From an optimization exercise on the open Yosys and OpenROAD flow, aimed at small area, a short achievable clock period and few clock cycles per item; shortcuts taken in it are not production practice. Function was not checked in any run shown here: the RTL went through the layout flow alone.

### flow/design.v
module divider(quotient, remainder, done, divisor, dividend, start, clk, rst);
    output reg [31:0] quotient, remainder;
    input [31:0] divisor, dividend;
    input start, clk, rst;
    output done;
    reg        busy, idle, align;
    reg [4:0]  za_r;     
    reg [4:0]  sh;       
    reg [31:0] NB;       
    function [4:0] lzc;
        input [31:0] x;
        reg [15:0] v0; reg [15:0] z0;
        reg [7:0]  v1; reg [15:0] z1;
        reg [3:0]  v2; reg [11:0] z2;
        reg [1:0]  v3; reg [7:0]  z3;
        integer i;
        begin
            for (i = 0; i < 16; i = i + 1) begin
                v0[i] = x[2*i+1] | x[2*i];
                z0[i] = ~x[2*i+1];
            end
            for (i = 0; i < 8; i = i + 1) begin
                v1[i] = v0[2*i+1] | v0[2*i];
                z1[2*i +: 2] = v0[2*i+1] ? {1'b0, z0[2*i+1]} : {1'b1, z0[2*i]};
            end
            for (i = 0; i < 4; i = i + 1) begin
                v2[i] = v1[2*i+1] | v1[2*i];
                z2[3*i +: 3] = v1[2*i+1] ? {1'b0, z1[4*i+2 +: 2]} : {1'b1, z1[4*i +: 2]};
            end
            for (i = 0; i < 2; i = i + 1) begin
                v3[i] = v2[2*i+1] | v2[2*i];
                z3[4*i +: 4] = v2[2*i+1] ? {1'b0, z2[6*i+3 +: 3]} : {1'b1, z2[6*i +: 3]};
            end
            lzc = v3[1] ? {1'b0, z3[7:4]} : {1'b1, z3[3:0]};
        end
    endfunction
    function [31:0] smear;
        input [31:0] x;
        integer i;
        begin
            smear = x;
            for (i = 1; i < 32; i = i * 2)
                smear = smear | (smear >> i);
        end
    endfunction
    wire quick = (|(divisor & ~smear(dividend))) | ~(|divisor);
    wire [4:0] s = sh - za_r;
    wire [31:0] B1 = s[0] ? {NB[30:0], 1'b1} : NB;
    wire [31:0] B2 = s[1] ? {B1[29:0], 2'b11} : B1;
    wire [31:0] B4 = s[2] ? {B2[27:0], 4'hf} : B2;
    wire [31:0] B8 = s[3] ? {B4[23:0], 8'hff} : B4;
    wire [31:0] Ba = s[4] ? {B8[15:0], 16'hffff} : B8;
    wire [32:0] diff = {1'b0, remainder} - {1'b0, ~NB};
    wire        qbit = ~diff[32];
    wire busy_n = busy ? (align | (sh != 5'd0)) : (start & ~quick);
    assign done = idle;
    always_ff @(posedge clk, negedge rst) begin
        if (~rst) begin
            busy <= 1'b0;
            idle <= 1'b1;
            align <= 1'b0;
        end else begin
            busy <= busy_n;
            idle <= ~busy_n;
            align <= ~busy & start & ~quick;
        end
    end
    always_ff @(posedge clk) begin
        za_r <= lzc(dividend);           
        if (busy) begin
            if (align) begin
                NB <= Ba;
                sh <= s;
            end else begin
                NB <= {1'b1, NB[31:1]};
                sh <= sh - 5'd1;
                quotient <= {quotient[30:0], qbit};
                if (qbit) remainder <= diff[31:0];
            end
        end else begin
            NB <= ~divisor;
            sh <= lzc(divisor);
            if (start) begin
                quotient <= 32'd0;
                remainder <= dividend;
            end
        end
    end
endmodule
### flow/flow/run.sh
#!/bin/bash
# Own layout flow: the standard synthesis unchanged, then the standard ORFS
# steps with a few extra ORFS settings (flow/extra.mk) appended to config.mk
# after synthesis, so that synthesis is exactly the standard flow's.
set -euo pipefail
here="$(pwd)"
bash standard.sh synth > "$here/log_synth.txt" 2>&1
cat flow/extra.mk >> config.mk
bash standard.sh > "$here/log_layout.txt" 2>&1
### flow/flow/extra.mk
export BUFFER_PORTS_ARGS = -buffer_cell sky130_fd_sc_hd__buf_1
### flow/standard.sh
#!/bin/bash
# synth_recipe.tcl (not shown) runs the flow's synth.tcl, then flattens the netlist and writes it again
# the make line also repeats each setting of config.mk as NAME=value (left out here)
make -C /OpenROAD-flow-scripts/flow DESIGN_CONFIG=/design/flow/config.mk WORK_HOME=/design/flow/orfs CLKGATE_MAP_FILE= SYNTH_SCRIPT=/design/flow/synth_recipe.tcl "${@:-finish}"
### flow/config.mk
export PLATFORM = sky130hd
export DESIGN_NAME = divider
export DESIGN_NICKNAME = divider
export VERILOG_FILES = /design/flow/design.v
export SDC_FILE = /design/flow/constraint.sdc
export NUM_CORES = 4
export LEC_CHECK = 0
export ABC_AREA = 1
export CAP_MARGIN = 20
export CORE_MARGIN = 2
export CORE_UTILIZATION = 40
export CTS_BUF_LIST = sky130_fd_sc_hd__clkbuf_8
export PLACE_DENSITY = 0.6
export SETUP_SLACK_MARGIN = 2.5
export SLEW_MARGIN = 20
export BUFFER_PORTS_ARGS = -buffer_cell sky130_fd_sc_hd__buf_1
### flow/constraint.sdc
create_clock -name core_clock -period 5.0 [get_ports {clk}]
set_input_delay 1.0000 -clock core_clock [delete_from_list [all_inputs] [get_ports {clk}]]
set_output_delay 1.0000 -clock core_clock [all_outputs]
set_load 0.01 [all_outputs]
==> results of run 1 <==
[critical path, cell delays in order (launching register included)]
cell and delay, ps:
dfxtp_2 350, inv_4 70, ha_4 120, inv_2 40
fa_2 490, nand3_1 120, nand2_2 100, xnor2_4 220
buf_4 200, nor2_4 60, buf_12 160, buf_4 140
a221o_1 270
[flip-flops by register name, summed over array words and instances, names as in the netlist]
signal,cells
remainder,32
za_r,5
sh,5
NB,32
quotient,32
busy,1
align,1
idle,1
[metrics by stage]
stage / worst slack [ps] / util
floorplan: 2530 / -
global placement: 1850 / 0.440
detailed placement: 1790 / 0.440
CTS: 2410 / 0.464
global route: 2460 / 0.482
finish: 2540 / 0.482
[timing repair]
action / in CTS / in global routing
resized for setup: 36 / 59
pin swaps: 10 / 8
setup buffers: 14 / 13
hold buffers: 0 / 0
gates cloned: 4 / 1
setup endpoints to repair: 98 / 71
[layer usage]
layer | global-route usage | share of wire | up-vias
met4 | 0.123 | 0.041 | 0
met5 | 0 | 0 | -
met2 | 0.433 | 0.42 | 507
met1 | 0.398 | 0.44 | 4521
li1 | - | - | 4826
met3 | 0.0654 | 0.098 | 87
[kinds of logic after synthesis]
kind of cell | Yosys count | share of synthesized area
simple gates | 707 | 0.327
compound gates | 281 | 0.177
buf+inv | 213 | 0.100
flops | 109 | 0.317
fa+ha+maj | 40 | 0.0572
xor+xnor | 18 | 0.0221
[final cells by class]
class | count | area [um^2]
clock buffers | 11 | 151
inverters | 165 | 644
flip-flops and latches | 109 | 2870
multi-input cells | 1049 | 5620
repair buffers | 170 | 900
clock inverters | 5 | 57.6
well taps | 280 | 350
fillers | 2347 | 11400
[cells in the mapped netlist (2+ instances only)]
master,count
o211ai_1,10
xor2_1,2
o2111ai_1,3
nand3_1,97
a22oi_2,3
o21a_1,3
a31oi_1,7
o22ai_1,13
nor2_2,4
xnor2_2,3
fa_1,2
or2_2,3
o21ai_1,36
buf_2,13
o221ai_1,3
nor3_1,15
edfxtp_1,66
nand2_2,5
nor4_1,4
a22oi_1,13
nor2_1,108
buf_1,2
nand3b_1,6
inv_1,158
inv_2,4
xnor2_1,12
o31ai_1,3
inv_4,2
nand2_1,442
buf_6,9
dfxtp_1,40
a21o_1,3
o21ai_2,2
clkbuf_1,20
ha_1,38
o21bai_1,3
buf_4,4
o21ai_0,105
dfrtp_1,2
nand4_1,13
or2_1,3
a211oi_1,3
a21oi_1,67
nor2_4,3
[worst paths after layout]
kind	end	slack (ps)	cells past startpoint
worst max-delay path	sh[4]	2540	12
worst min-delay path	align	380	1
worst max register to register	sh[4]	2540	12
worst min register to register	quotient[31]	540	2
max in group asynchronous	idle	4400	1
min in group core_clock	quotient[31]	540	2
==> results.tsv, run 1 <==
metric	value	unit
core	22000	um^2
ctsRootBufferMaster	clkbuf_8	
drc	0	
setup_viol	0	
fin_nets	1611	
post-route-cell-area	10600	um^2
startpoint	sh[0]	
syn_to_final_growth	17.4	%
viasPerCell	5.56	
cp.required	5310	ps
finClkSkew	18.1	ps
synth_warnings	1	
ant_nets	0	
fin_crit_sh	0.492	
die_area	23800	um^2
die_w	154	um
start_kind	flop	
rows	54	
synth_nets	1475	
hold-worst-slack	376	ps
num_vias	9941	
first_pass_iters	9	
synth_area_leader_cell	edfxtp_1	
cts.path.max_buffers	2	
rsz0062_at_grt	true	
drv_cap	0	
antenna_cells	0	
drive_gt1_frac	0.100	
cts_made_buffers	9	
start_util	0.411	
wl	35200	um
end_kind	flop	
grt_max_degree	78	
clkLatencyLatePin	410	ps
r2r-start	sh[0]	
grt_usage	0.288	
min_period	2460	ps
antenna_found_initial	0	
yosysUniqueCellTypes	55	
hp-class	primary input to async pin	
ys_seq_area_frac	0.317	
cts.sinks	109	
critPathArrivalTime	2770	ps
cts_max_level	3	
status	complete, no violations	
drv_slew	0	
clk_pin_slew	120	ps
crit_type	flop to flop	
routedWlPerCell	19.7	um
path_max_fanout	14	
synth-edff-count	66	
synth_area	9020	um^2
io_pins	132	
place_congestion	1.00	
fin_tns_setup	0	ps
port_buffers	131	
timing.slew.headroom	0.454	
grt_pass1_wl	52200	um
hpwlAfterDp	26500	um
overflow	0	
grt_pass1_vias	9062	
fmax	407	MHz
ys_seq_elements	109	
cts_tree	done	
syn_area_per_cell	6.59	um^2
synthTopCellsByArea	edfxtp_1, nand2_1, dfxtp_1, inv_1, o21ai_0	
ys_async_sr_fraction	0.0275	
first_iter_violations	1038	
layout.cells.non_filler	1789	
ys.flop_type	edfxtp_1	
final_common_cell	nand2_1	
place_inst	1741	
synthCells	1368	
worst_pin_slew	819	ps
final_cell_mix	nand2_1, inv_1, buf_1	
placed_area	9660	um^2
yosys.area.top_type_share	0.220	
die_y	154	um
finalHoldViolCount	0	
==> run 2, diff against run 1 <==
--- a/flow/config.mk
+++ b/flow/config.mk
@@ -11,6 +11,6 @@
 export CORE_UTILIZATION = 40
 export CTS_BUF_LIST = sky130_fd_sc_hd__clkbuf_8
 export PLACE_DENSITY = 0.6
-export SETUP_SLACK_MARGIN = 2.5
+export SETUP_SLACK_MARGIN = 2.6
 export SLEW_MARGIN = 20
 export BUFFER_PORTS_ARGS = -buffer_cell sky130_fd_sc_hd__buf_1
==> results.tsv, run 2 <==
metric	value	unit	change
synthCells	1368		unchanged
clkLatencyLatePin	400	ps	about the same
synth_area	9020	um^2	unchanged
cts.sinks	109		unchanged
die_area	23800	um^2	unchanged
drv_cap	0		unchanged
path_max_fanout	7		-7
rows	54		unchanged
grt_pass1_vias	9183		+1.3%
start_util	0.411		unchanged
place_congestion	0.955		-4.5%
hp-class	primary input to async pin		
first_iter_violations	1134		+9.2%
top_regs	NB: 32 flops, quotient: 32 flops, remainder: 32 flops		
ys_seq_area_frac	0.317		unchanged
drc	0		unchanged
core	22000	um^2	unchanged
fill_cells	2268		-3.4%
syn_to_final_growth	22.6	%	
cp.required	5280	ps	-30 ps
drive_gt1_frac	0.147		+0.0474
ctsRootBufferMaster	clkbuf_8		
worst_pin_slew	942	ps	+123 ps
cts_made_buffers	9		unchanged
ys.flop_type	edfxtp_1		
overflow	0		unchanged
die_y	154	um	unchanged
io_pins	132		unchanged
grt_usage	0.294		+0.00591
routedWlPerCell	20.1	um	+2.0%
cts.path.max_buffers	2		unchanged
grt_max_degree	78		unchanged
final_cell_mix	nand2_1, inv_1, buf_1		
reg2regPathDepth	12		unchanged
final_common_cell	nand2_1		
cts_tree	done		
status	complete, no violations		
rsz0062_at_grt	true		
ant_nets	0		unchanged
synth.most_common_cell	nand2_1		
holdBufCountCts	0		unchanged
wl	36300	um	+3.0%
yosys.area.top_type_share	0.220		unchanged
netlist_top_cells_count	nand2_1, inv_1, nor2_1		
fin_nets	1628		+1.1%
first_pass_iters	5		-4
critPathArrivalTime	2780	ps	about the same
die_w	154	um	unchanged
synth_nets	1475		unchanged
synth-edff-count	66		unchanged
synth_area_leader_cell	edfxtp_1		
placed_area	9670	um^2	about the same
yosysUniqueCellTypes	55		unchanged
fmax	401	MHz	-1.5%
setup_viol	0		unchanged
viasPerCell	5.70		+2.5%
ys_seq_elements	109		unchanged
synthTopCellsByArea	edfxtp_1, nand2_1, dfxtp_1, inv_1, o21ai_0		
multi_input_area	5940	um^2	+5.7%
syn_area_per_cell	6.59	um^2	unchanged
regArea	2870	um^2	about the same
start_kind	flop		
post-route-cell-area	11100	um^2	+4.5%
crit_type	flop to flop		
post-route-util	0.504		+0.0217
drv_slew	0		unchanged
port_buffers	131		unchanged
ys_async_sr_fraction	0.0275		unchanged
end_kind	flop		
clk_pin_slew	110	ps	about the same
fin_crit_sh	0.499		+0.00756
finClkSkew	8.84	ps	-9.22 ps
timing.slew.headroom	0.372		-0.0817
grt_pass1_wl	53800	um	+3.0%
hpwlAfterDp	26500	um	+0.33%
synth_warnings	1		unchanged
fin_tns_setup	0	ps	unchanged
cts_max_level	3		unchanged
num_vias	10300		+3.5%
finalHoldViolCount	0		unchanged
antenna_found_initial	1		+1
min_period	2500	ps	+37.8 ps
-- run 2: changes by cell type in the layout (fill, tap and decap cells not counted), moves of 7 or more --
cell / previous run / this run
nand2_1: 431 / 409
nand2_2: 13 / 35
nand3_1: 91 / 79
nand3_2: 7 / 17
o21ai_2: 5 / 14
buf_6: 2 / 10
o21ai_0: 95 / 87
buf_4: 29 / 36
-- run 2: final timing paths --
check,end,start,slack [ps]
worst min register to register,quotient[28],quotient[27],540
worst max register to register,NB[29],sh[0],2500
worst min-delay path,align,rst,390
worst max-delay path,NB[29],sh[0],2500
max in group asynchronous,idle,rst,4380
min in group core_clock,quotient[28],quotient[27],540
-- run 2: final cells by class --
type,count,area share
antenna,1,0.000226
clock buffer,9,0.0112
clock inverter,7,0.00509
inverter,165,0.0583
multi-input combinational,1049,0.537
sequential,109,0.259
tap,280,0.0317
timing repair buffer,185,0.0960
timing repair inverter,2,0.00158
-- run 2: metal layers --
metal  global-route usage  share of wire  vias to the layer above
met5                    0              0                        -
met4                0.112          0.043                        0
met3               0.0465          0.095                       94
met2                0.445           0.42                      591
met1                0.421           0.44                     4745
li1                     -              -                     4861
-- run 2: critical path, cell delays in order, from the launching register on --
cell and delay [ps]:
dfxtp_2 350, inv_2 50, ha_4 160, inv_4 50, fa_2 560, buf_6 190, buf_12 120, buf_16 130
or2_4 250, o21ai_4 180, nand2_2 70, a31oi_1 190, o31ai_1 100
-- run 2: kinds of logic (layout without fill, tap and decap cells) --
| family | after synthesis | after routing | share of synthesized area |
|---|---|---|---|
| other | 0 | 1 | 0 |
| xor gates and xnor gates | 18 | 19 | 0.0221 |
| DFF | 109 | 109 | 0.317 |
| adders and majority gates | 40 | 40 | 0.0572 |
| buffers and inverters | 213 | 368 | 0.100 |
| AOI/OAI and AO/OA | 281 | 281 | 0.177 |
| and+or+nand+nor | 707 | 709 | 0.327 |
-- run 2: per-stage QoR --
step                      hold WS, ps  setup WS (ps)  cells
after global placement            517           1890   1741
after detailed placement          521           1860   1741
after floorplan                   474           2670   1368
after global routing              393           2440   1806
after CTS                         389           2440   1782
final                             388           2500   1807
-- run 2: repair_timing --
item                                    4_1_cts  5_1_grt
endpoints found under the setup margin      105       77
resized for setup                            47      132
setup buffers                                19       21
cloned                                        6        3
pin swaps                                    11       24
==> run 3, diff against run 2 <==
--- a/flow/config.mk
+++ b/flow/config.mk
@@ -9,7 +9,6 @@
 export CAP_MARGIN = 20
 export CORE_MARGIN = 2
 export CORE_UTILIZATION = 40
-export CTS_BUF_LIST = sky130_fd_sc_hd__clkbuf_8
 export PLACE_DENSITY = 0.6
 export SETUP_SLACK_MARGIN = 2.6
 export SLEW_MARGIN = 20
==> results.tsv, run 3 <==
metric	value	unit	change
post-route-util	0.497		-0.00667
grt_util_met2	0.448		+0.00299
fill_cells	2291		+1.0%
die_w	154	um	unchanged
drc	0		unchanged
fmax	404	MHz	+0.92%
rsz0062_at_grt	true		
placed_area	9670	um^2	unchanged
critPathArrivalTime	2600	ps	-180 ps
status	complete, no violations		
netlist_top_cells_count	nand2_1, inv_1, nor2_1		
start_util	0.411		unchanged
syn_area_per_cell	6.59	um^2	unchanged
synthCells	1368		unchanged
finClkSkew	11.2	ps	+2.37 ps
post-route-cell-area	10900	um^2	-1.3%
first_iter_violations	1257		+11%
overflow	0		unchanged
fin_tns_setup	0	ps	unchanged
ant_nets	0		unchanged
drive_gt1_frac	0.125		-0.0224
final_cell_mix	nand2_1, inv_1, buf_1		
drv_cap	0		unchanged
place_congestion	0.955		unchanged
fin_crit_sh	0.495		-0.00456
num_vias	10200		-0.82%
grt_pass1_vias	9104		-0.86%
min_period	2470	ps	-22.8 ps
busiest_layer	met2		
ys_seq_elements	109		unchanged
cts_tree	done		
clkLatencyLatePin	370	ps	-30 ps
grt_pass1_wl	53500	um	-0.50%
antenna_found_initial	0		-1
ctsRootBufferMaster	clkbuf_16		
port_buffers	131		unchanged
final_common_cell	nand2_1		
top_regs	NB: 32 flops, quotient: 32 flops, remainder: 32 flops		
first_pass_iters	5		unchanged
syn_to_final_growth	21.0	%	
drv_slew	0		unchanged
finalHoldViolCount	0		unchanged
reg2regPathDepth	14		+2
hp-class	primary input to async pin		
synth_warnings	1		unchanged
ys.flop_type	edfxtp_1		
routedWlPerCell	20.0	um	-0.34%
use_met1	0.419		-0.00214
cts_made_buffers	9		unchanged
yosysUniqueCellTypes	55		unchanged
ys_seq_area_frac	0.317		unchanged
worst_pin_slew	967	ps	+24.9 ps
timing.slew.headroom	0.355		-0.0166
yosys.area.top_type_share	0.220		unchanged
start_kind	flop		
cts_max_level	3		unchanged
cts.path.max_buffers	2		unchanged
clk_pin_slew	70	ps	-40 ps
use_met3	0.0437		-0.00282
synth-edff-count	66		unchanged
grt_max_degree	78		unchanged
grt_usage	0.293		-0.00129
multi_input_area	5780	um^2	-2.7%
wl	36000	um	-0.72%
end_kind	flop		
synth_nets	1475		unchanged
cp.required	5120	ps	-160 ps
fin_nets	1621		-0.43%
cts.sinks	109		unchanged
hpwlAfterDp	26500	um	unchanged
io_pins	132		unchanged
synth_area	9020	um^2	unchanged
crit_type	flop to flop		
die_area	23800	um^2	unchanged
hold-worst-slack	433	ps	+44.3 ps
ys_async_sr_fraction	0.0275		unchanged
core	22000	um^2	unchanged
holdBufCountCts	0		unchanged
path_max_fanout	8		+1
viasPerCell	5.67		-0.43%
setup_viol	0		unchanged
die_y	154	um	unchanged
synth_area_leader_cell	edfxtp_1		
synthTopCellsByArea	edfxtp_1, nand2_1, dfxtp_1, inv_1, o21ai_0		
rows	54		unchanged
synth.most_common_cell	nand2_1		
regArea	2870	um^2	about the same
## run 3: cell counts after synthesis
Identical to the previous run, type by type.
## run 3: area by class of cell
type / count / area share
Clock inverter: 2 / 0.00103
Inverter: 165 / 0.0586
Timing Repair inverter: 1 / 0.000802
Multi-Input combinational cell: 1048 / 0.530
Tap cell: 280 / 0.0321
Timing Repair Buffer: 180 / 0.0903
Antenna cell: 1 / 0.000229
Sequential cell: 109 / 0.263
Clock buffer: 14 / 0.0246
## run 3: what timing repair did
item / in CTS / in global routing
gates cloned: 4 / 2
endpoints found under the setup margin: 107 / 113
buffers inserted: 19 / 17
pin swaps: 11 / 17
resized for setup: 43 / 88
## run 3: worst max-delay path, stage by stage (launching register included)
cell and delay, ps:
dfxtp_2 320, inv_2 70, ha_4 130, inv_2 40, fa_2 750, clkinv_8 140, buf_8 170, nand2_1 80
nand2_2 80, nand2_2 70, nand3_1 80, nand2_1 90, nor2_1 40, o22ai_1 100, inv_1 50
## run 3: metrics by stage
| step | worst slack, ps | instances |
|---|---|---|
| finish | 2530 | 1800 |
| global route | 2460 | 1799 |
| CTS | 2520 | 1780 |
| detailed placement | 1860 | 1741 |
| global placement | 1890 | 1741 |
| floorplan | 2670 | 1368 |
## run 3: cells by family after synthesis
group,synth area share
simple gates,0.327
fa+ha+maj,0.0572
buf+inv,0.100
compound gates,0.177
flops,0.317
xor+xnor,0.0221
## run 3: per-layer routing
| metal | up-vias | part of all wire | routed length, um |
|---|---|---|---|
| met3 | 85 | 0.096 | 3480 |
| met4 | 0 | 0.039 | 1390 |
| met1 | 4676 | 0.44 | 15900 |
| li1 | 4851 | - | - |
| met2 | 595 | 0.42 | 15300 |
| met5 | - | 0 | 0 |
## run 3: worst paths after layout
kind                               endpoint  slack [ps]         from
worst max-delay path                 NB[31]        2530        sh[0]
worst min-delay path                   busy         430          rst
worst max register to register       NB[31]        2530        sh[0]
worst min register to register  quotient[8]         540  quotient[7]
max in group asynchronous              idle        4340          rst
min in group core_clock         quotient[8]         540  quotient[7]
==> run 4, diff against run 3 <==
--- a/flow/design.v
+++ b/flow/design.v
@@ -44,7 +44,16 @@
         end
     endfunction
     wire quick = (|(divisor & ~smear(dividend))) | ~(|divisor);
-    wire [4:0] s = sh - za_r;
+    wire [4:0] dt = sh ^ za_r;           
+    wire [4:0] dg = ~sh & za_r;          
+    wire [4:0] bw;                       
+    assign bw[0] = 1'b0;
+    assign bw[1] = dg[0];
+    assign bw[2] = dg[1] | (~dt[1] & dg[0]);
+    assign bw[3] = dg[2] | (~dt[2] & dg[1]) | (~dt[2] & ~dt[1] & dg[0]);
+    assign bw[4] = dg[3] | (~dt[3] & dg[2]) | (~dt[3] & ~dt[2] & dg[1])
+                 | (~dt[3] & ~dt[2] & ~dt[1] & dg[0]);
+    wire [4:0] s = dt ^ bw;
     wire [31:0] B1 = s[0] ? {NB[30:0], 1'b1} : NB;
     wire [31:0] B2 = s[1] ? {B1[29:0], 2'b11} : B1;
     wire [31:0] B4 = s[2] ? {B2[27:0], 4'hf} : B2;
==> results.tsv, run 4 <==
metric	value	unit	change
final_common_cell	nand2_1		
critPathArrivalTime	2660	ps	+60 ps
cts_tree	done		
num_vias	10800		+6.1%
routedWlPerCell	18.9	um	-5.5%
holdBufCountCts	0		unchanged
r2r-end	NB[22]		
worst_pin_slew	592	ps	-376 ps
rsz0062_at_grt	true		
first_pass_iters	6		+1
fmax	415	MHz	+2.5%
met2_length	15500	um	+1.4%
cp.required	5250	ps	+130 ps
grt_pass1_vias	9493		+4.3%
crit_type	flop to flop		
setup_slack	2590	ps	+61.2 ps
m1WireLength	16600	um	+4.5%
drv_slew	0		unchanged
r2r_slack	2590	ps	+60 ps
ys_seq_area_frac	0.305		-0.0123
fin_tns_setup	0	ps	unchanged
fin_crit_sh	0.482		-0.0122
die_w	157	um	+2.0%
synth-edff-count	66		unchanged
clkLatencyLatePin	370	ps	about the same
drc	0		unchanged
grt_pass1_wl	54100	um	+1.1%
start_kind	flop		
drv_cap	0		unchanged
start_util	0.403		-0.00732
synth.most_common_cell	nand2_1		
setup_viol	0		unchanged
yosysUniqueCellTypes	45		-18%
top_regs	NB: 32 flops, quotient: 32 flops, remainder: 32 flops		
io_pins	132		unchanged
synthTopCellsByArea	edfxtp_1, nand2_1, inv_1, dfxtp_1, nand3_1		
hp-class	primary input to async pin		
end_kind	flop		
wl	37600	um	+4.5%
clk_pin_slew	90	ps	+20 ps
die_area	24700	um^2	+3.9%
overflow	0		unchanged
antenna_found_initial	0		unchanged
synthCells	1514		+11%
post-place-ws	1680	ps	-180 ps
min_period	2410	ps	-61.2 ps
finalHoldViolCount	0		unchanged
die_y	157	um	+2.0%
grt_max_degree	75		-3.8%
synth_area_leader_cell	edfxtp_1		
syn_to_final_growth	22.7	%	
cts.path.max_buffers	2		unchanged
cts_made_buffers	9		unchanged
ant_nets	0		unchanged
cts.sinks	109		unchanged
met3_length	3680	um	+6.0%
viasPerCell	5.44		-4.1%
top_layer	met4		
timing.slew.headroom	0.601		+0.246
synth_warnings	1		unchanged
core	23300	um^2	+5.9%
port_buffers	131		unchanged
ys.flop_type	edfxtp_1		
fin_nets	1774		+9.4%
status	complete, no violations		
synth_area	9390	um^2	+4.1%
reg2regPathDepth	13		-1
synth_nets	1621		+9.9%
yosys.area.top_type_share	0.211		-0.00855
netlist_top_cells_count	nand2_1, inv_1, nor2_1		
syn_area_per_cell	6.20	um^2	-6.0%
finClkSkew	8.86	ps	-2.35 ps
first_iter_violations	1155		-8.1%
rows	56		+3.7%
antenna_cells	0		-1
path_max_fanout	14		+6
final_cell_mix	nand2_1, inv_1, nand3_1		
drive_gt1_frac	0.115		-0.00965
r2r-start	sh[0]		
cts_max_level	3		unchanged
ys_seq_elements	109		unchanged
ctsRootBufferMaster	clkbuf_16		
ys_async_sr_fraction	0.0275		unchanged
hpwlAfterDp	27700	um	+4.2%
grt_usage	0.291		-0.00219
place_congestion	0.955		about the same
-- run 4: area by class of cell --
class	count	area, um^2
fill	2512	11700
multi-input combinational	1144	6020
sequential	109	2870
timing repair buffer	183	1070
inverter	219	851
tap	319	399
clock buffer	10	229
clock inverter	6	62.6
timing repair inverter	1	7.51
-- run 4: per-layer routing --
metal	track usage	up-vias
met2	0.428	633
met4	0.146	0
met3	0.0341	84
met5	0	-
met1	0.417	4830
li1	-	5280
-- run 4: cells by family (layout without fill, tap and decap cells) --
family                     after synthesis  count (layout)  synth area share
and+or+nand+nor                        838             842             0.371
buffers and inverters                  265             419             0.109
AOI/OAI and AO/OA                      250             250             0.149
DFF                                    109             109             0.305
xor gates and xnor gates                12              12            0.0120
adders and majority gates               40              40            0.0549
-- run 4: worst max path at each step --
stage	startpoint	to
2_1_floorplan	remainder[0]	remainder[0]
3_3_place_gp	sh[0]	NB[29]
3_5_place_dp	sh[0]	NB[29]
4_1_cts	sh[0]	NB[29]
5_1_grt	sh[0]	NB[30]
6_report	sh[0]	NB[22]
-- run 4: critical path, cell delays in order, from the launching register on --
cell	delay, ps
dfxtp_2	330
inv_4	90
ha_4	140
fa_2	460
buf_12	160
clkinvlp_4	80
buf_12	140
o211ai_1	120
nand3_1	110
nand2_1	70
buf_4	130
buf_4	120
o2111ai_2	240
nand2_1	80
-- run 4: timing repair --
item	CTS	global route
setup buffers	27	15
pin swaps	23	38
cloned	5	3
resized for setup	66	94
setup endpoints to repair	109	77
-- run 4: metrics by stage --
step / utilization / hold slack, ps / cells / cell area [um^2]
after floorplan: - / 535 / 1514 / 9390
after global placement: 0.436 / 521 / 1925 / 10100
after detailed placement: 0.436 / 520 / 1925 / 10100
after CTS: 0.473 / 424 / 1973 / 11000
after global routing: 0.495 / 450 / 1991 / 11500
final: 0.495 / 432 / 1991 / 11500
==> run 5, diff against run 4 <==
--- a/flow/design.v
+++ b/flow/design.v
@@ -4,7 +4,7 @@
     input start, clk, rst;
     output done;
     reg        busy, idle, align;
-    reg [4:0]  za_r;     
+    reg [4:0]  dt, dg;   
     reg [4:0]  sh;       
     reg [31:0] NB;       
     function [4:0] lzc;
@@ -44,8 +44,6 @@
         end
     endfunction
     wire quick = (|(divisor & ~smear(dividend))) | ~(|divisor);
-    wire [4:0] dt = sh ^ za_r;           
-    wire [4:0] dg = ~sh & za_r;          
     wire [4:0] bw;                       
     assign bw[0] = 1'b0;
     assign bw[1] = dg[0];
@@ -75,7 +73,8 @@
         end
     end
     always_ff @(posedge clk) begin
-        za_r <= lzc(dividend);           
+        dt <= lzc(divisor) ^ lzc(dividend);      
+        dg <= ~lzc(divisor) & lzc(dividend);
         if (busy) begin
             if (align) begin
                 NB <= Ba;
@@ -88,7 +87,6 @@
             end
         end else begin
             NB <= ~divisor;
-            sh <= lzc(divisor);
             if (start) begin
                 quotient <= 32'd0;
                 remainder <= dividend;
==> results.tsv, run 5 <==
metric	value	unit	change
status	complete, no violations		
setup_viol	0		unchanged
fin_crit_sh	0.470		-0.0120
die_w	158	um	+0.53%
rsz0062_at_grt	true		
ys_seq_elements	113		+3.7%
first_iter_violations	1099		-4.8%
synth_nets	1585		-2.2%
yosys.area.top_type_share	0.225		+0.0135
fmax	425	MHz	+2.6%
crit_slowest_cell	edfxtp_1		
rows	56		unchanged
die_y	158	um	+0.53%
clk_pin_slew	60	ps	-30 ps
place_congestion	0.933		-2.3%
drv_cap	0		unchanged
path_max_fanout	4		-10
cts_max_level	4		+1
overflow	0		unchanged
crit_chain	inv_1, ha_1, inv_2, fa_2, nand2_2, o21ai_4, nand2_1, nand2_2, buf_4, nand2_1, nand2_1, nand2_2, nand3_1, nand3_1, nand2_1		
worst_pin_slew	859	ps	+268 ps
io_pins	132		unchanged
cts_tree	done		
crit_type	flop to flop		
ys_async_sr_fraction	0.0265		-0.000974
yosysUniqueCellTypes	51		+13%
core	23400	um^2	+0.60%
synth_area_leader_cell	edfxtp_1		
top_layer	met4		
synth.most_common_cell	nand2_1		
min_period	2350	ps	-60.2 ps
clkLatencyLatePin	430	ps	+60 ps
port_buffers	131		unchanged
start_util	0.405		+0.00197
cpPeakStageDelay	390	ps	-70 ps
hpwlAfterDp	27300	um	-1.4%
fin_tns_setup	0	ps	unchanged
start_kind	flop		
routedWlPerCell	18.6	um	-1.8%
cts_made_buffers	17		+8
r2r-start	remainder[0]		
cp.required	5180	ps	-70 ps
synth_warnings	1		unchanged
critPathArrivalTime	2530	ps	-130 ps
synth-edff-count	71		+7.6%
fin_nets	1709		-3.7%
syn_area_per_cell	6.42	um^2	+3.6%
final_common_cell	nand2_1		
crit_end	remainder[28]		
top_regs	NB: 32 flops, quotient: 32 flops, remainder: 32 flops		
cts.path.max_buffers	2		unchanged
startpoint	remainder[0]		
synthCells	1478		-2.4%
met3_length	3210	um	-13%
post-route-util	0.474		-0.0214
antenna_cells	0		unchanged
ys_seq_area_frac	0.315		+0.0104
holdBufCountCts	0		unchanged
num_vias	10300		-4.9%
grt_usage	0.285		-0.00516
grt_max_degree	89		+19%
r2r_slack	2650	ps	+60 ps
m1WireLength	16400	um	-0.78%
timing.slew.headroom	0.426		-0.176
met2_length	15500	um	about the same
ctsRootBufferMaster	clkbuf_16		
final_cell_mix	nand2_1, inv_1, buf_1		
cts.sinks	113		+3.7%
wl	35900	um	-4.6%
antenna_found_initial	0		unchanged
r2r-end	remainder[28]		
ys.flop_type	edfxtp_1		
finClkSkew	13.5	ps	+4.61 ps
first_pass_iters	5		-1
grt_pass1_vias	9221		-2.9%
end_kind	flop		
drive_gt1_frac	0.0824		-0.0331
viasPerCell	5.32		-2.1%
syn_to_final_growth	16.8	%	
crit_top_cell	nand2_1		
ant_nets	0		unchanged
synthTopCellsByArea	edfxtp_1, nand2_1, dfxtp_1, inv_1, nand3_1		
hp-class	primary input to async pin		
drv_slew	0		unchanged
netlist_top_cells_count	nand2_1, inv_1, nor2_1		
synth_area	9490	um^2	+1.1%
drc	0		unchanged
finalHoldViolCount	0		unchanged
die_area	25000	um^2	+1.1%
grt_pass1_wl	53400	um	-1.3%
reg2regPathDepth	15		+2
-- run 5: stage by stage --
step	instances	hold slack [ps]	instance area, um^2	setup slack, ps
final	1934	417	11100	2650
after global routing	1934	414	11100	2510
after CTS	1925	404	10900	2610
after detailed placement	1883	523	10100	1990
after global placement	1883	519	10100	1930
after floorplan	1478	482	9500	2690
-- run 5: cells by family (layout without fill, tap and decap cells) --
family          count (synthesis)  count (layout)  synth area share
simple gates                  845             848             0.370
compound gates                242             242             0.143
buf+inv                       224             358             0.105
flops                         113             113             0.315
fa+ha+maj                      40              40            0.0535
xor+xnor                       14              14            0.0129
-- run 5: metal layers --
| layer | up-vias | GRT usage |
|---|---|---|
| met5 | - | 0 |
| met4 | 0 | 0.0819 |
| met3 | 47 | 0.0512 |
| met2 | 495 | 0.431 |
| met1 | 4655 | 0.415 |
| li1 | 5096 | - |
-- run 5: how the worst min path moves through the flow --
stage | from | to | cells after the start
after detailed placement | quotient[7] | quotient[8] | 2
final | rst | align | 1
after global placement | quotient[7] | quotient[8] | 2
after CTS | rst | align | 1
after floorplan | NB[11] | NB[10] | 2
after global routing | rst | align | 1
-- run 5: cell type report --
class	count	area, um^2
well taps	319	399
repair buffers	152	664
inverters	174	682
clock buffers	17	425
flip-flops and latches	113	2990
multi-input cells	1144	5730
clock inverters	15	195
fillers	2537	12300
-- run 5: repair_timing --
| action | CTS | global route |
|---|---|---|
| gates cloned | 3 | 0 |
| setup buffers | 7 | 9 |
| setup endpoints to repair | 84 | 99 |
| resized for setup | 18 | 36 |
| pin swaps | 8 | 7 |
-- run 5: worst max-delay path, delay by kind of cell, from the launching register on --
kind	cells	cell delay, ps
buffers and inverters	3	270
and+or+nand+nor	9	820
AOI/OAI and AO/OA	1	70
DFF	1	390
adders and majority gates	2	540
==> run 6, diff against run 5 <==
--- a/flow/config.mk
+++ b/flow/config.mk
@@ -9,6 +9,7 @@
 export CAP_MARGIN = 20
 export CORE_MARGIN = 2
 export CORE_UTILIZATION = 40
+export CTS_BUF_LIST = sky130_fd_sc_hd__clkbuf_8
 export PLACE_DENSITY = 0.6
 export SETUP_SLACK_MARGIN = 2.6
 export SLEW_MARGIN = 20
==> results.tsv, run 6 <==
metric	value	unit	change
core	23400	um^2	unchanged
syn_area_per_cell	6.42	um^2	unchanged
routedWlPerCell	18.4	um	-1.0%
holdBufCountCts	0		unchanged
rows	56		unchanged
drv_slew	0		unchanged
cts.path.max_buffers	2		unchanged
finalHoldViolCount	0		unchanged
synthCells	1478		unchanged
hpwlAfterDp	27300	um	unchanged
fin_crit_sh	0.468		-0.00276
synth.most_common_cell	nand2_1		
min_period	2340	ps	-13.8 ps
grt_max_degree	89		unchanged
synth_nets	1585		unchanged
fmax	428	MHz	+0.59%
synth_area	9490	um^2	unchanged
ys_seq_area_frac	0.315		unchanged
grt_usage	0.284		-0.00149
num_vias	10200		-0.56%
clkLatencyLatePin	460	ps	+30 ps
wl	35500	um	-1.1%
path_max_fanout	8		+4
setup_slack	2660	ps	+13.8 ps
status	complete, no violations		
top_regs	NB: 32 flops, quotient: 32 flops, remainder: 32 flops		
synth_area_leader_cell	edfxtp_1		
antenna_cells	0		unchanged
grt_pass1_wl	53200	um	-0.39%
end_kind	flop		
yosysUniqueCellTypes	51		unchanged
antenna_found_initial	0		unchanged
fill_cells	2547		+0.39%
hp-class	primary input to async pin		
cts_max_level	4		unchanged
die_y	158	um	unchanged
post-place-ws	1990	ps	unchanged
cts.sinks	113		unchanged
ys_async_sr_fraction	0.0265		unchanged
rsz0062_at_grt	true		
yosys.area.top_type_share	0.225		unchanged
final_cell_mix	nand2_1, inv_1, buf_1		
die_area	25000	um^2	unchanged
cts_made_buffers	17		unchanged
netlist_top_cells_count	nand2_1, inv_1, nor2_1		
synth-edff-count	71		unchanged
critPathArrivalTime	2530	ps	about the same
layout.cells.non_filler	1933		-0.052%
setup_viol	0		unchanged
start_kind	flop		
worst_pin_slew	802	ps	-57.6 ps
die_w	158	um	unchanged
first_pass_iters	6		+1
fin_nets	1708		-0.059%
timing.slew.headroom	0.464		+0.0385
drive_gt1_frac	0.0843		+0.00191
synth_warnings	1		unchanged
cts_tree	done		
place_inst	1883		unchanged
viasPerCell	5.29		-0.51%
syn_to_final_growth	15.1	%	
place_congestion	0.933		unchanged
clk_pin_slew	100	ps	+40 ps
crit_type	flop to flop		
ys.flop_type	edfxtp_1		
finClkSkew	20.5	ps	+7.02 ps
grt_pass1_vias	9218		-0.033%
ant_nets	0		unchanged
overflow	0		unchanged
post-route-util	0.467		-0.00690
cp.required	5200	ps	+20 ps
drc	0		unchanged
io_pins	132		unchanged
start_util	0.405		unchanged
reg2regPathDepth	11		-4
drv_cap	0		unchanged
first_iter_violations	1051		-4.4%
ys_seq_elements	113		unchanged
synthTopCellsByArea	edfxtp_1, nand2_1, dfxtp_1, inv_1, nand3_1		
ctsRootBufferMaster	clkbuf_8		
fin_tns_setup	0	ps	unchanged
port_buffers	131		unchanged
final_common_cell	nand2_1		
run 6: area by class of cell:
cell class                      count  area (um^2)  area share
Clock buffer                       17          234      0.0214
Sequential cell                   113         2990       0.274
Clock inverter                     15          195      0.0179
Timing Repair Buffer              151          661      0.0605
Multi-Input combinational cell   1144         5760       0.527
Inverter                          174          687      0.0629
Tap cell                          319          399      0.0365
run 6: per-stage QoR:
stage / hold slack, ps / cell area (um^2)
after floorplan: 482 / 9500
after global placement: 519 / 10100
after detailed placement: 523 / 10100
after CTS: 368 / 10700
after global routing: 380 / 10900
final: 378 / 10900
run 6: final timing paths:
check / slack [ps] / startpoint / end
max reg2reg: 2660 / NB[25] / remainder[26]
max: 2660 / NB[25] / remainder[26]
min: 380 / rst / align
min reg2reg: 540 / quotient[7] / quotient[8]
min in group core_clock: 540 / quotient[7] / quotient[8]
max in group asynchronous: 4360 / rst / idle
run 6: worst max-delay path, stage by stage, from the launching register on:
cell and delay (ps):
dfxtp_1 490, ha_4 270, a21oi_1 220, nor2_1 70, nor2_1 140, nor2_1 60, nor2_1 70, o21ai_1 110
a21oi_1 210, nand2_2 120, nand2_8 170, nand2_8 120
run 6: logic make-up after synthesis:
kind of cell    share of synthesized area
simple gates                        0.370
compound gates                      0.143
buf+inv                             0.105
flops                               0.315
fa+ha+maj                          0.0535
xor+xnor                           0.0129
run 6: metal layers:
layer | global-route usage | routed length (um)
met5 | 0 | 0
met4 | 0.0931 | 777
met3 | 0.0416 | 2730
met2 | 0.424 | 15300
met1 | 0.418 | 16800
run 6: timing repair:
action,in CTS,in global routing
setup endpoints to repair,83,101
endpoints found under the hold margin,0,0
cloned,3,0
gates resized for setup,18,40
pin swaps,7,8
setup buffers,5,10
==> run 7, diff against run 6 <==
--- a/flow/config.mk
+++ b/flow/config.mk
@@ -11,6 +11,6 @@
 export CORE_UTILIZATION = 40
 export CTS_BUF_LIST = sky130_fd_sc_hd__clkbuf_8
 export PLACE_DENSITY = 0.6
-export SETUP_SLACK_MARGIN = 2.6
+export SETUP_SLACK_MARGIN = 2.5
 export SLEW_MARGIN = 20
 export BUFFER_PORTS_ARGS = -buffer_cell sky130_fd_sc_hd__buf_1
==> results.tsv, run 7 <==
metric	value	unit	change
status	complete, no violations		
final_common_cell	nand2_1		
antenna_found_initial	1		+1
crit_type	flop to flop		
fin_nets	1705		-0.18%
syn_to_final_growth	13.2	%	
end_kind	flop		
yosys.area.top_type_share	0.225		unchanged
worst_pin_slew	1030	ps	+229 ps
hpwlAfterDp	27300	um	+0.16%
grt_pass1_vias	9540		+3.5%
top_regs	NB: 32 flops, quotient: 32 flops, remainder: 32 flops		
grt_usage	0.285		+0.000681
clk_pin_slew	80	ps	-20 ps
critPathArrivalTime	2530	ps	about the same
clkLatencyLatePin	480	ps	+20 ps
viasPerCell	5.31		+0.33%
grt_pass1_wl	53500	um	+0.65%
cts_tree	done		
ys_seq_area_frac	0.315		unchanged
cp.required	5160	ps	-40 ps
core	23400	um^2	unchanged
cts.path.max_buffers	2		unchanged
reg2regPathDepth	11		unchanged
path_max_fanout	8		unchanged
ys_async_sr_fraction	0.0265		unchanged
holdBufCountCts	0		unchanged
rows	56		unchanged
timing.slew.headroom	0.313		-0.151
hold-worst-slack	375	ps	-2.87 ps
die_area	25000	um^2	unchanged
start_kind	flop		
place_congestion	0.944		+1.2%
synthCells	1478		unchanged
synth.most_common_cell	nand2_1		
final_cell_mix	nand2_1, inv_1, buf_1		
ctsRootBufferMaster	clkbuf_8		
ant_nets	0		unchanged
fin_crit_sh	0.474		+0.00649
rsz0062_at_grt	true		
synth_area_leader_cell	edfxtp_1		
syn_area_per_cell	6.42	um^2	unchanged
die_w	158	um	unchanged
finClkSkew	23.0	ps	+2.49 ps
setup_viol	0		unchanged
fill_cells	2563		+0.63%
synthTopCellsByArea	edfxtp_1, nand2_1, dfxtp_1, inv_1, nand3_1		
synth_area	9490	um^2	unchanged
wl	35400	um	-0.32%
first_iter_violations	1098		+4.5%
start_util	0.405		unchanged
cts_max_level	4		unchanged
hp-class	primary input to async pin		
routedWlPerCell	18.3	um	-0.22%
synth_warnings	1		unchanged
fin_tns_setup	0	ps	unchanged
synth_nets	1585		unchanged
cts.sinks	113		unchanged
yosysUniqueCellTypes	51		unchanged
first_pass_iters	6		unchanged
finalHoldViolCount	0		unchanged
overflow	0		unchanged
ys.flop_type	edfxtp_1		
io_pins	132		unchanged
grt_max_degree	87		-2.2%
port_buffers	131		unchanged
drive_gt1_frac	0.0714		-0.0129
drv_slew	0		unchanged
drc	0		unchanged
drv_cap	0		unchanged
min_period	2370	ps	+32.5 ps
num_vias	10300		+0.22%
synth-edff-count	71		unchanged
cts_made_buffers	17		unchanged
fmax	422	MHz	-1.4%
die_y	158	um	unchanged
ys_seq_elements	113		unchanged
netlist_top_cells_count	nand2_1, inv_1, nor2_1		
==> run 7: logic make-up (layout without fill, tap and decap cells) <==
group / Yosys count / after routing / synth area share
simple gates: 845 / 848 / 0.370
compound gates: 242 / 242 / 0.143
buf+inv: 224 / 354 / 0.105
flops: 113 / 113 / 0.315
fa+ha+maj: 40 / 40 / 0.0535
xor+xnor: 14 / 14 / 0.0129
other cells: 0 / 1 / 0
==> run 7: final cells by class <==
cell class / count / area, um^2 / share of cell area
well taps: 319 / 399 / 0.0372
clock buffers: 17 / 234 / 0.0218
inverters: 174 / 679 / 0.0632
repair buffers: 148 / 623 / 0.0580
multi-input cells: 1144 / 5650 / 0.526
clock inverters: 15 / 160 / 0.0149
flip-flops and latches: 113 / 2990 / 0.279
diodes: 1 / 2.50 / 0.000233
==> run 7: worst paths after layout <==
path / endpoint / start / slack [ps]
setup / recovery: remainder[28] / remainder[14] / 2630
hold / removal: align / rst / 370
setup reg to reg: remainder[28] / remainder[14] / 2630
hold reg to reg: quotient[27] / quotient[26] / 540
max in group asynchronous: idle / rst / 4370
min in group core_clock: quotient[27] / quotient[26] / 540
==> run 7: metal layers <==
metal | track usage | vias to the layer above | wire length, um
met4 | 0.101 | 0 | 1020
li1 | - | 5069 | -
met1 | 0.384 | 4629 | 15600
met2 | 0.453 | 496 | 15600
met3 | 0.0572 | 64 | 3180
met5 | 0 | - | 0
==> run 7: stage by stage <==
| stage | cell area [um^2] | utilization | setup WS, ps | std cells |
|---|---|---|---|---|
| floorplan | 9490 | - | 2540 | 1478 |
| global placement | 10100 | 0.431 | 2030 | 1883 |
| detailed placement | 10100 | 0.431 | 2080 | 1883 |
| CTS | 10500 | 0.451 | 2490 | 1918 |
| global route | 10700 | 0.459 | 2470 | 1930 |
| finish | 10700 | 0.459 | 2630 | 1931 |
==> run 7: repair_timing <==
item / 4_1_cts / 5_1_grt
setup endpoints to repair: 71 / 78
cloned: 3 / 0
buffers inserted: 0 / 12
resized for setup: 8 / 23
pin swaps: 1 / 6
==> run 7: critical path, stage by stage (launching register included) <==
cell      delay, ps
edfxtp_1        420
ha_1            390
nand2_1         110
inv_1            60
nand2_1         120
nor3_1          270
nand2_1         110
nand2_2         110
nand3_2          80
nand2_2         120
nand2_8         130
nand2_8         140
==> run 8, diff against run 7 <==
--- a/flow/config.mk
+++ b/flow/config.mk
@@ -11,6 +11,6 @@
 export CORE_UTILIZATION = 40
 export CTS_BUF_LIST = sky130_fd_sc_hd__clkbuf_8
 export PLACE_DENSITY = 0.6
-export SETUP_SLACK_MARGIN = 2.5
+export SETUP_SLACK_MARGIN = 2.7
 export SLEW_MARGIN = 20
 export BUFFER_PORTS_ARGS = -buffer_cell sky130_fd_sc_hd__buf_1
==> results.tsv, run 8 <==
metric	value	unit	change
yosys.area_share.simple	0.370		unchanged
fmax	436	MHz	+3.4%
synth_area_leader_cell	edfxtp_1		
synthCells	1478		unchanged
synth_fa_ha_area_frac	0.0535		unchanged
fin_crit_sh	0.458		-0.0156
die_w	158	um	unchanged
syn_area_per_cell	6.42	um^2	unchanged
r2r-start	remainder[12]		
antenna_found_initial	0		-1
setup_viol	0		unchanged
start_kind	flop		
path_max_fanout	5		-3
die_area	25000	um^2	unchanged
cts_tree	done		
ys_seq_elements	113		unchanged
r2r-end	quotient[0]		
first_pass_iters	6		unchanged
top_regs	NB: 32 flops, quotient: 32 flops, remainder: 32 flops		
end_kind	flop		
start_util	0.405		unchanged
layout.cells.non_filler	1939		+0.41%
antenna_cells	0		-1
yosysUniqueCellTypes	51		unchanged
netlist_top_cells_count	nand2_1, inv_1, nor2_1		
crit_type	flop to flop		
grt_usage	0.287		+0.00218
critPathArrivalTime	2520	ps	about the same
clkLatencyLatePin	460	ps	-20 ps
place_inst	1883		unchanged
synth-edff-count	71		unchanged
rsz0062_at_grt	true		
ys_async_sr_fraction	0.0265		unchanged
drv_cap	0		unchanged
drv_slew	0		unchanged
crit_chain	ha_4, nand2_1, inv_1, nand2_2, nor3_4, nand2_2, nand2_2, nand3_4, buf_4, a21oi_1		
cts.sinks	113		unchanged
hpwlAfterDp	27300	um	-0.16%
hp-class	primary input to async pin		
rows	56		unchanged
first_iter_violations	1169		+6.5%
post-route-cell-area	11300	um^2	+5.1%
synth_nets	1585		unchanged
final_cell_mix	nand2_1, inv_1, buf_1		
grt_pass1_wl	53800	um	+0.48%
cts.path.max_buffers	2		unchanged
crit_cells	10		-1
cts_max_level	4		unchanged
r2r_slack	2710	ps	+80 ps
yosys-mux-area-fraction	0		unchanged
synth_xor_area_frac	0.0129		unchanged
path_delay_family	simple AND/OR/NAND/NOR gates		
drc	0		unchanged
synth_warnings	1		unchanged
overflow	0		unchanged
hold-worst-slack	384	ps	+9.47 ps
finClkSkew	20.2	ps	-2.75 ps
routedWlPerCell	18.7	um	+2.1%
core	23400	um^2	unchanged
crit_slowest_cell	edfxtp_1		
grt_pass1_vias	9294		-2.6%
ys_seq_area_frac	0.315		unchanged
min_period	2290	ps	-78.1 ps
synthTopCellsByArea	edfxtp_1, nand2_1, dfxtp_1, inv_1, nand3_1		
grt_max_degree	89		+2.3%
io_pins	132		unchanged
cpPeakStageDelay	470	ps	+50 ps
crit_top_cell	nand2_2		
place_congestion	0.933		-1.2%
ctsRootBufferMaster	clkbuf_8		
final_common_cell	nand2_1		
finalHoldViolCount	0		unchanged
synth_top_family_by_area	simple AND/OR/NAND/NOR gates		
ant_nets	0		unchanged
yosys.area.top_type_share	0.225		unchanged
holdBufCountCts	0		unchanged
fin_nets	1714		+0.53%
status	complete, no violations		
synth_area	9490	um^2	unchanged
worst-path-buf-inv	2		+1
num_vias	10400		+1.8%
drive_gt1_frac	0.114		+0.0428
ys.flop_type	edfxtp_1		
worst_pin_slew	742	ps	-289 ps
viasPerCell	5.39		+1.4%
syn_to_final_growth	19.0	%	
port_buffers	131		unchanged
synth.most_common_cell	nand2_1		
cp.required	5230	ps	+70 ps
reg2regPathDepth	10		-1
die_y	158	um	unchanged
fill_cells	2498		-2.5%
synth_compound_area_frac	0.143		unchanged
fin_tns_setup	0	ps	unchanged
timing.slew.headroom	0.506		+0.193
clk_pin_slew	90	ps	about the same
cts_made_buffers	17		unchanged
wl	36300	um	+2.5%
placed_area	10100	um^2	about the same
## run 8: changes by cell type in the layout (fill, tap and decap cells not counted), sizes merged
cell | before | now
buf | 148 | 156
clkinv | 11 | 6
inv | 173 | 177
bufinv | 2 | 3
clkbuf | 17 | 18
diode | 1 | 0
## run 8: cells by family after synthesis
group / after synthesis
adder cells (fa/ha/maj): 40
AND/OR/NAND/NOR: 845
flip-flops: 113
XOR/XNOR: 14
buffers and inverters: 224
AO/OA/AOI/OAI: 242
## run 8: final cells by class
type	count	area [um^2]	area share
Inverter	174	687	0.0609
Tap cell	319	399	0.0354
Sequential cell	113	3000	0.266
Timing Repair Buffer	157	729	0.0646
Clock buffer	17	234	0.0207
Multi-Input combinational cell	1144	6040	0.535
Clock inverter	15	195	0.0173
## run 8: repair_timing
action / in CTS / in global routing
setup endpoints to repair: 103 / 83
setup buffers: 12 / 8
pin swaps: 10 / 10
gates cloned: 3 / 1
resized for setup: 31 / 87
## run 8: how the worst max path moves through the flow
stage / startpoint / endpoint
2_1_floorplan: start / quotient[0]
3_3_place_gp: dividend[11] / dt[0]
3_5_place_dp: dividend[11] / dt[0]
4_1_cts: remainder[0] / remainder[14]
5_1_grt: remainder[13] / remainder[13]
6_report: remainder[12] / quotient[0]
## run 8: per-layer routing
layer	GRT usage	share of wire	vias to the layer above	wire, um
li1	-	-	5105	-
met1	0.418	0.46	4754	16700
met2	0.429	0.43	523	15600
met3	0.0435	0.084	65	3070
met4	0.0995	0.029	0	1040
met5	0	0	-	0
## run 8: worst register-to-register path, stage by stage (launching register included)
cell	delay [ps]
edfxtp_1	470
ha_4	320
nand2_1	90
inv_1	80
nand2_2	110
nor3_4	250
nand2_2	80
nand2_2	110
nand3_4	90
buf_4	150
a21oi_1	310
## run 8: per-stage QoR
| step | utilization | setup slack, ps |
|---|---|---|
| after floorplan | - | 2690 |
| after global placement | 0.431 | 1930 |
| after CTS | 0.462 | 2700 |
| final | 0.482 | 2710 |
| after detailed placement | 0.431 | 1990 |
| after global routing | 0.482 | 2640 |
==> run 9, diff against run 8 <==
--- a/flow/config.mk
+++ b/flow/config.mk
@@ -11,6 +11,6 @@
 export CORE_UTILIZATION = 40
 export CTS_BUF_LIST = sky130_fd_sc_hd__clkbuf_8
 export PLACE_DENSITY = 0.6
-export SETUP_SLACK_MARGIN = 2.7
+export SETUP_SLACK_MARGIN = 2.55
 export SLEW_MARGIN = 20
 export BUFFER_PORTS_ARGS = -buffer_cell sky130_fd_sc_hd__buf_1
==> results.tsv, run 9 <==
metric	value	unit	change
cts.sinks	113		unchanged
cp.required	5160	ps	-70 ps
antenna_found_initial	0		unchanged
end_kind	flop		
layout.cells.non_filler	1932		-0.36%
first_pass_iters	6		unchanged
ys_seq_area_frac	0.315		unchanged
start_util	0.405		unchanged
met2_length	15100	um	-3.3%
port_buffers	131		unchanged
place_congestion	0.933		unchanged
rsz0062_at_grt	true		
wl	35400	um	-2.5%
grt_max_degree	89		unchanged
fin_crit_sh	0.477		+0.0189
drv_slew	0		unchanged
clk_pin_slew	80	ps	about the same
fmax	419	MHz	-4.0%
yosys.area.top_type_share	0.225		unchanged
routedWlPerCell	18.3	um	-2.1%
start_kind	flop		
crit_type	flop to flop		
path_max_fanout	8		+3
top_regs	NB: 32 flops, quotient: 32 flops, remainder: 32 flops		
drc	0		unchanged
met3_length	2810	um	-8.5%
crit_chain	inv_1, ha_1, inv_2, fa_2, nand2_1, o21ai_2, nand2_1, nand2_2, nand2_1, nand2_1, nand3_1, nand2_2, nand2_8, nand2_8		
synth-edff-count	71		unchanged
first_iter_violations	1007		-14%
io_pins	132		unchanged
m1WireLength	16600	um	-0.34%
timing.slew.headroom	0.435		-0.0708
cts_made_buffers	17		unchanged
synth_area	9490	um^2	unchanged
place_inst	1883		unchanged
clkLatencyLatePin	460	ps	about the same
synth_area_leader_cell	edfxtp_1		
viasPerCell	5.34		-0.92%
top_layer	met4		
crit_slowest_cell	dfxtp_1		
crit_top_cell	nand2_1		
setup_viol	0		unchanged
hpwlAfterDp	27300	um	unchanged
synthCells	1478		unchanged
yosysUniqueCellTypes	51		unchanged
die_y	158	um	unchanged
cts_tree	done		
syn_area_per_cell	6.42	um^2	unchanged
ctsRootBufferMaster	clkbuf_8		
core	23400	um^2	unchanged
hp-class	primary input to async pin		
ys.flop_type	edfxtp_1		
status	complete, no violations		
synth.most_common_cell	nand2_1		
cpPeakStageDelay	350	ps	-120 ps
netlist_top_cells_count	nand2_1, inv_1, nor2_1		
drv_cap	0		unchanged
synth_warnings	1		unchanged
die_w	158	um	unchanged
ys_seq_elements	113		unchanged
finClkSkew	21.5	ps	+1.26 ps
post-route-util	0.461		-0.0211
cts.path.max_buffers	2		unchanged
fin_nets	1707		-0.41%
worst_pin_slew	846	ps	+104 ps
fin_tns_setup	0	ps	unchanged
synth_nets	1585		unchanged
cts_max_level	4		unchanged
synthTopCellsByArea	edfxtp_1, nand2_1, dfxtp_1, inv_1, nand3_1		
antenna_cells	0		unchanged
die_area	25000	um^2	unchanged
syn_to_final_growth	13.8	%	
num_vias	10300		-1.3%
min_period	2390	ps	+94.7 ps
drive_gt1_frac	0.0750		-0.0392
grt_pass1_vias	9238		-0.60%
grt_usage	0.284		-0.00310
rows	56		unchanged
final_common_cell	nand2_1		
final_cell_mix	nand2_1, inv_1, buf_1		
ys_async_sr_fraction	0.0265		unchanged
grt_pass1_wl	53100	um	-1.2%
finalHoldViolCount	0		unchanged
overflow	0		unchanged
ant_nets	0		unchanged
critPathArrivalTime	2550	ps	+30 ps
## run 9: cell counts after synthesis
Identical to the previous run, type by type.
## run 9: cell type report
class | count | area [um^2]
flip-flops and latches | 113 | 2990
fillers | 2570 | 12600
repair buffers | 150 | 653
inverters | 174 | 682
clock inverters | 15 | 195
clock buffers | 17 | 234
multi-input cells | 1144 | 5640
well taps | 319 | 399
## run 9: final timing paths
check | startpoint | to | slack, ps | depth (start not counted)
min reg2reg | quotient[7] | quotient[8] | 540 | 2
min | rst | align | 390 | 1
max reg2reg | NB[0] | remainder[26] | 2610 | 14
max in group asynchronous | rst | idle | 4350 | 1
max | NB[0] | remainder[26] | 2610 | 14
min in group core_clock | quotient[7] | quotient[8] | 540 | 2
## run 9: metal layers
layer / GRT usage / vias to the layer above
li1: - / 5096
met3: 0.0419 / 62
met2: 0.420 / 476
met5: 0 / -
met4: 0.101 / 0
met1: 0.417 / 4679
## run 9: critical path: cells and delay by family (launching register included)
family          cells  cell delay, ps
flops               1             350
buf+inv             2             160
simple gates        9             990
fa+ha+maj           2             390
compound gates      1             220
## run 9: logic make-up (layout without fill, tap and decap cells)
logic type / after synthesis / in the layout / synth area share
simple gates: 845 / 848 / 0.370
compound gates: 242 / 242 / 0.143
buf+inv: 224 / 356 / 0.105
fa+ha+maj: 40 / 40 / 0.0535
flops: 113 / 113 / 0.315
xor+xnor: 14 / 14 / 0.0129
## run 9: timing repair
| action | CTS | global route |
|---|---|---|
| cloned | 3 | 0 |
| buffers inserted | 2 | 12 |
| setup endpoints to repair | 76 | 86 |
| hold endpoints to repair | 0 | 0 |
| hold buffers | 0 | 0 |
| gates resized for setup | 14 | 25 |
| pin swaps | 5 | 9 |
## run 9: per-stage QoR
stage	hold slack, ps	setup slack, ps	area, um^2
2_1_floorplan	482	2690	9500
3_3_place_gp	519	1930	10100
3_5_place_dp	523	1990	10100
4_1_cts	368	2560	10600
5_1_grt	379	2500	10800
6_report	387	2610	10800

## afterwards: timing with drivers on the ports
Ports are ideal in the flow. The routed layouts listed here were re-timed in OpenROAD. Step 1 assumes that a clkbuf_16 drives the clock port and a buf_2 every other input. Step 2 moves the port delays by t, midway between the first and last clock arrival at a register: inputs arrive t later, outputs are due t later. That takes back most of the time a late clock gives input paths. Slacks: ideal / step 1 / step 2; pairs: ideal / step 1.
| run | shift t [ns] | setup WS [ns] | worst setup path at the end | worst slew at a driven data input, ns |
|---|---|---|---|---|
| run 1 | 0.443 | 2.542 / 2.542 / 2.110 | input to register | 0.06 |
| run 2 | 0.433 | 2.504 / 2.504 / 2.175 | input to register | 0.06 |
| run 3 | 0.408 | 2.527 / 2.527 / 2.230 | input to register | 0.05 |
| run 4 | 0.410 | 2.588 / 2.588 / 2.340 | input to register | 0.06 |
| run 5 | 0.471 | 2.648 / 2.648 / 2.240 | input to register | 0.06 |
| run 6 | 0.494 | 2.662 / 2.662 / 2.225 | input to register | 0.06 |
| run 7 | 0.510 | 2.630 / 2.630 / 2.139 | input to register | 0.07 |
| run 8 | 0.493 | 2.708 / 2.708 / 2.294 | input to register | 0.07 |
| run 9 | 0.492 | 2.613 / 2.613 / 2.209 | input to register | 0.06 |
After both steps every run listed still meets setup and hold. For run 7, which loses most, drivers alone change the setup slack by 0.000 ns; drivers and shift together by -0.491 ns.
